Context: an optimization exercise on an open-source flow, tuned for small area and a short achievable clock period. The choices shown serve that exercise and are no tape-out recipe.
Where RTL was checked, it was by simulation tests only, not by an equivalence proof against the original.
Function not checked in run 2: the RTL went through the layout flow alone.
Power and IR drop assume default switching activity.

==> flow/design.v <==
module counter(out,data,load,reset,clk);
parameter n=939;
output[n-1:0] out;
input[n-1:0] data;
input load,clk,reset;
reg[n-1:0] out;
always @(posedge clk or negedge reset)            
      begin
        if(!reset)  	out=0;     
        else  if(!load) out=data;	   
        else	 	out=out+1;	   
     end
endmodule
==> flow/run.sh <==
#!/bin/bash
# synth_recipe.tcl (not shown) runs the flow's synth.tcl, then flattens the netlist and writes it again
# the make line also repeats each setting of config.mk as NAME=value (left out here)
make -C /OpenROAD-flow-scripts/flow DESIGN_CONFIG=/design/flow/config.mk WORK_HOME=/design/flow/orfs CLKGATE_MAP_FILE= SYNTH_SCRIPT=/design/flow/synth_recipe.tcl finish
==> flow/config.mk <==
export PLATFORM = sky130hd
export DESIGN_NAME = counter
export DESIGN_NICKNAME = counter
export VERILOG_FILES = /design/flow/design.v
export SDC_FILE = /design/flow/constraint.sdc
export NUM_CORES = 4
export LEC_CHECK = 0
export CAP_MARGIN = 40
export CORE_AREA = 6 6 674 674
export DIE_AREA = 0 0 680 680
export PLACE_DENSITY = 0.55
export SLEW_MARGIN = 40
==> flow/constraint.sdc <==
create_clock -name core_clock -period 7.0 [get_ports {clk}]
set_input_delay 1.4000 -clock core_clock [delete_from_list [all_inputs] [get_ports {clk}]]
set_output_delay 1.4000 -clock core_clock [all_outputs]
set_load 0.01 [all_outputs]
==> summary.txt, run 1 <==
Hold WS 0.396 ns; P&R area growth vs syn 60.8%; outcome finished clean; clock slew at reported path FFs 0.06 ns; htree depth 4; Sink Count 939; pwr dens 200 nW/um^2; post-detail-place hpwl 1030000 um; Worst Setup Start Kind register; Buffers on Ports 1880; Distinct cells, synth 53; critical path required time 7.78 ns; vias in the first global route 104k; R2R depth 10; clock latency (worst-skew pair) 0.97 ns; layout net count 13.5k; Async SR Flop Fraction 1.00; Slew headroom 0.271; Die ar. 462000 sq um; maxcap violations 0; Routability Congestion 1.15; initial antenna violation count 341; dpl cell area 109000 sq um; Final WS setup 1.14 ns; reg2reg end out[909]$_DFF_PN0_; R2R Setup Slk 1.14 ns; Slowest-stage cell, CP nor4_2; dominant synthesized flop cell dfrtp_1; WP data arrival 6.64 ns; Core Footprint 443000 sq um; total wire length after detailed routing 1190000 um; DRT iter0 DRCs 23.3k; first-pass GRT wire length 1420000 um; Max Freq 171 MHz; Clock Skew 0.0910 ns; Setup Slack @ Placement 1.69 ns; Initial Utilization 0.161; largest stage delay on the critical path 1.03 ns; Mapped Nets 10.6k; Hold Path Class in2async; non-filler instance count after layout 18.7k; root buffer cell clkbuf_16; total track usage 0.487; total gr overflow 0; Hold Vio Cnt, Final 0; Netlist Area Pre-Place 71300 sq um; largest net degree at the start of global routing 200; post-CTS setup buffer count 0; Tmin final 5.86 ns; Row Count 244; num ports 1881; R2R Path Start out[346]$_DFF_PN0_; layout filler cell count 49.2k; Placed Instances 18.3k; max reg flops 939; DR pass1 iterations 9; Worst Setup SP out[346]$_DFF_PN0_; DR vias/cell 6.27; ratio of cells with drive above 1 in the final layout 0.171; Worst Setup Path Type reg2reg; via count 118k; worst-path cell chain nand3_1, nor4_2, nand4_1, buf_4, nor2_1, nand3_1, nor4_2, buf_4, xnor2_1, a21oi_1; setup_tns 0 ns; worst-margin pin slew 1.09 ns; RSZ-0062 raised after global routing no; Worst Setup EP out[909]$_DFF_PN0_; Avg Cell Area, Syn 7.39 sq um; Seq/Total Area, Yosys 0.329; CTS buffer count 152; post-CTS sizing 0; P_leak 37.6 nW; Die Ht 680 um; Max Root-Sink Buffers 4; EDFF count, synth 0; Avg WL per Cell 63.6 um; clock tree from TritonCTS built; Pwr Total 23.0 mW; Synth Register Bits 939; Final Max Tran Viols 0; commonest cells after routing, fill and taps aside 1874 x clkdlybuf4s50_1, 1465 x nor2_1, 1260 x buf_4; commonest non-fill, non-tap cell in the layout clkdlybuf4s50_1; Final setup violation count 0; VDD IR max 0.000185 V; CP endpoint kind register; fin util 0.259; die span in x 680 um; residual antenna-violating net count after detailed routing 0; CP max FO 9; Finished Cell Area 115000 sq um; DRC viols 0; CTS Hold Bufs 0; cell count after synthesis 9654; Tcrit/Tclk final 0.838; warnings from Yosys 1
## synth_stat cells (11+ instances only)
cell / number / area [sq um]
a31oi_1: 26 / 163
nand2_1: 809 / 3040
or4_1: 89 / 668
nand4_2: 14 / 175
nor4_4: 13 / 277
nand3b_1: 14 / 105
nand4b_1: 17 / 149
dfrtp_1: 939 / 23500
buf_1: 11 / 41.3
and2_1: 77 / 482
nor4b_1: 25 / 219
nor2_1: 1543 / 5790
o21ai_0: 13 / 65.1
and3_1: 191 / 1190
xor2_1: 184 / 1610
nor4_1: 795 / 4970
nor3_1: 672 / 3360
nand4_1: 930 / 5820
inv_1: 139 / 522
nor2b_1: 18 / 113
nand3_1: 757 / 3790
xnor2_1: 724 / 6340
or2_2: 26 / 163
o31ai_1: 11 / 82.6
buf_2: 40 / 200
nor3b_1: 18 / 135
and4_1: 103 / 902
a21oi_1: 901 / 4510
nor3_2: 12 / 120
clkbuf_1: 372 / 1400
or3_1: 79 / 494
nor4_2: 32 / 400
## report_power, final
group / leakage, nW / internal (mW) / total (mW) / switching (mW)
Sequential: 10.4 / 5.89 / 7.48 / 1.59
Clock: 2.58 / 5.04 / 8.79 / 3.75
Combinational: 24.6 / 2.22 / 6.68 / 4.47
Total: 37.6 / 13.1 / 23.0 / 9.81
## worst min-delay path by stage
stage                             startpoint                  to  cells past startpoint
after floorplan             out[0]$_DFF_PN0_    out[0]$_DFF_PN0_                      1
after global placement    out[367]$_DFF_PN0_  out[367]$_DFF_PN0_                      2
after detailed placement  out[367]$_DFF_PN0_  out[367]$_DFF_PN0_                      2
after CTS                              reset  out[169]$_DFF_PN0_                      1
after global routing                   reset  out[231]$_DFF_PN0_                      1
final                                  reset  out[231]$_DFF_PN0_                      1
## per-layer routing
metal	vias to the layer above	track usage	share of wire
met1	61655	0.631	0.40
li1	41875	-	-
met2	11661	0.600	0.35
met5	-	0	0.00060
met3	2252	0.266	0.16
met4	100	0.335	0.086
## worst max-delay path, delay by kind of cell (launching register included)
kind | cells | cell delay (ns)
simple gates | 6 | 4.06
buf+inv | 2 | 0.77
compound gates | 1 | 0.08
xor+xnor | 1 | 0.15
flops | 1 | 0.66
## logic make-up (layout without fill, tap and decap cells)
logic type | count (synthesis) | after routing | synth area share
AOI/OAI and AO/OA | 960 | 960 | 0.0687
xor gates and xnor gates | 908 | 908 | 0.111
adders and majority gates | 1 | 1 | 0.000175
buffers and inverters | 568 | 3593 | 0.0307
DFF | 939 | 939 | 0.329
muxes | 3 | 3 | 0.000473
other | 0 | 149 | 0
and+or+nand+nor | 6275 | 6275 | 0.459
## layout make-up
cell class / count / area [sq um] / share of cell area
clock inverter: 63 / 863 / 0.00753
tap: 5904 / 7390 / 0.0644
antenna: 149 / 373 / 0.00325
timing repair buffer: 3181 / 29000 / 0.253
clock buffer: 208 / 4400 / 0.0384
inverter: 141 / 531 / 0.00462
sequential: 939 / 23500 / 0.205
multi-input combinational: 8147 / 48600 / 0.424
==> run 2, diff against run 1 <==
==> flow/design.v (replaced) <==
module counter(out,data,load,reset,clk);
parameter n=939;
output[n-1:0] out;
input[n-1:0] data;
input load,clk,reset;
reg[n-1:0] out;
wire[n-1:0] nxt;
wire[234:0] gn;    
wire[234:0] c;     
cnt_pre pre(.gn(gn), .c(c));
genvar g;
generate for (g=0; g<235; g=g+1) begin: grp
  if (g*4+4 <= n)
    cnt_grp #(.K(4)) u(.q(out[g*4+4-1:g*4]), .d(data[g*4+4-1:g*4]), .c(c[g]), .load(load), .nxt(nxt[g*4+4-1:g*4]), .gn(gn[g]));
  else
    cnt_grp #(.K(n-g*4)) u(.q(out[n-1:g*4]), .d(data[n-1:g*4]), .c(c[g]), .load(load), .nxt(nxt[n-1:g*4]), .gn(gn[g]));
end endgenerate
always @(posedge clk or negedge reset)
  if(!reset) out <= {n{1'b0}};
  else       out <= nxt;
endmodule
module cnt_grp #(parameter K=4) (input [K-1:0] q, input [K-1:0] d, input c, input load, output [K-1:0] nxt, output gn);
wire [K-1:0] t;
assign t[0] = c;
genvar i;
generate for (i=1; i<K; i=i+1) begin: b
  assign t[i] = c & (&q[i-1:0]);
end endgenerate
assign nxt = load ? (q ^ t) : d;
assign gn = ~&q;
endmodule
module cnt_pre(input [234:0] gn, output [234:0] c);
assign c[0] = 1'b1;
genvar g;
generate for (g=1; g<235; g=g+1) begin: p
  assign c[g] = ~|gn[g-1:0];
end endgenerate
endmodule
==> flow/flow/run.sh (new file) <==
#!/bin/bash
export BUFFER_PORTS_ARGS="-buffer_cell sky130_fd_sc_hd__buf_1"
export PLACE_PINS_ARGS="-min_distance 1 -min_distance_in_tracks"
cp standard.sh standard.sh.txt
bash standard.sh > standard.log 2>&1
==> flow/standard.sh (new file) <==
#!/bin/bash
# synth_recipe.tcl (not shown) runs the flow's synth.tcl, then flattens the netlist and writes it again
# the make line also repeats each setting of config.mk as NAME=value (left out here)
make -C /OpenROAD-flow-scripts/flow DESIGN_CONFIG=/design/flow/config.mk WORK_HOME=/design/flow/orfs CLKGATE_MAP_FILE= SYNTH_SCRIPT=/design/flow/synth_recipe.tcl "${@:-finish}"
--- a/flow/config.mk
+++ b/flow/config.mk
@@ -6,7 +6,10 @@
 export NUM_CORES = 4
 export LEC_CHECK = 0
 export CAP_MARGIN = 40
-export CORE_AREA = 6 6 674 674
-export DIE_AREA = 0 0 680 680
-export PLACE_DENSITY = 0.55
+export CORE_AREA = 4 4 336 336
+export DIE_AREA = 0 0 340 340
+export PLACE_DENSITY = 0.6
+export SETUP_SLACK_MARGIN = 4.5
 export SLEW_MARGIN = 40
+export SYNTH_HIERARCHICAL = 1
+export SYNTH_MINIMUM_KEEP_SIZE = 0
removed: flow/run.sh
==> run 2 against run 1 <==
The flow now stops in 5_1_grt. Synthesized cell count down 52%. Area after synthesis down 33%.
==> summary.txt, run 2 <==
htree depth 3 (-1); Placed Instances 8005 (-56%); Die Ht 340 um (-50%); CTS buffer count 112 (-26%); last stage reached 5_1_grt; Max Root-Sink Buffers 3 (-1); Mapped Nets 5800 (-45%); Row Count 121 (-50%); cell count after synthesis 4623 (-52%); total track usage 0.442; Buffers on Ports 1880 (unchanged); outcome did not finish; total gr overflow 4; post-detail-place hpwl 185000 um (-82%); Routability Congestion 1.07 (-6.8%); First Error [ERROR GRT-0116] Global routing finished with congestion. Check the congestion regions in the DRC Viewer.; first-pass GRT wire length 369000 um; vias in the first global route 52.7k; num ports 1881 (unchanged); Initial Utilization 0.437 (+0.276); Avg Cell Area, Syn 10.3 sq um (+40%); largest net degree at the start of global routing 213; warnings from Yosys 7 (+6); root buffer cell clkbuf_16; die span in x 340 um (-50%); Sink Count 939 (unchanged); Netlist Area Pre-Place 47700 sq um (-33%)
## run 2: worst max-delay path by stage
stage                               endpoint  slack (ns)               start  depth (start not counted)
after floorplan           out[924]$_DFF_PN0_        3.14  out[836]$_DFF_PN0_                         11
after global placement    out[828]$_DFF_PN0_        1.86  out[224]$_DFF_PN0_                         12
after detailed placement  out[932]$_DFF_PN0_        1.87  out[224]$_DFF_PN0_                         10
after CTS                 out[936]$_DFF_PN0_        3.09  out[609]$_DFF_PN0_                         12
## run 2: power groups by stage
| stage | clock network, mW | registers (mW) | logic, mW |
|---|---|---|---|
| floorplan | 0 | 6.81 | 0.820 |
| detailed placement | 0 | 6.70 | 2.45 |
| CTS | 5.79 | 6.62 | 3.01 |
| global placement | 0 | 6.67 | 2.43 |
## run 2: repair_timing
item / 4_1_cts
pin swaps: 512
gates resized for setup: 2017
hold buffers: 0
setup buffers: 449
setup endpoints to repair: 1840
gates cloned: 4
## run 2: metal layers
layer  GRT usage  GRT overflow
met1       0.460             0
met2       0.630             3
met3       0.255             0
met4       0.386             1
met5      0.0321             0
## run 2: through the flow
stage	worst slack [ns]	cell area (sq um)
3_5_place_dp	1.87	59100
4_1_cts	3.09	71800
3_3_place_gp	1.86	59100
2_1_floorplan	3.14	49900

[static timing again, ports no longer ideal]
In the flow no input, the clock included, has a driving cell. The finished layout below was timed again as built, in two steps. Step 1, drivers: a clkbuf_16 drives clk and a buf_2 each remaining input, both assumed. Step 2 also shifts input and output timing later by t, the mid clock arrival at the registers, as if the neighbouring blocks saw the same clock. a / b / c = ideal / step 1 / step 2; a / b = the first two.
run: run 1
shift t [ns]: 1.010
slack for setup (ns): 1.137 / 1.137 / 1.137
hold slack, ns: 0.396 / 0.375 / 0.573
latest minus earliest clock arrival (ns): 0.091 / 0.091
worst register clock-pin slew, ns: 0.08 / 0.08
After both steps run 1 still meets setup and hold. For run 1, drivers alone change the setup slack by 0.000 ns; drivers and shift together by 0.000 ns.
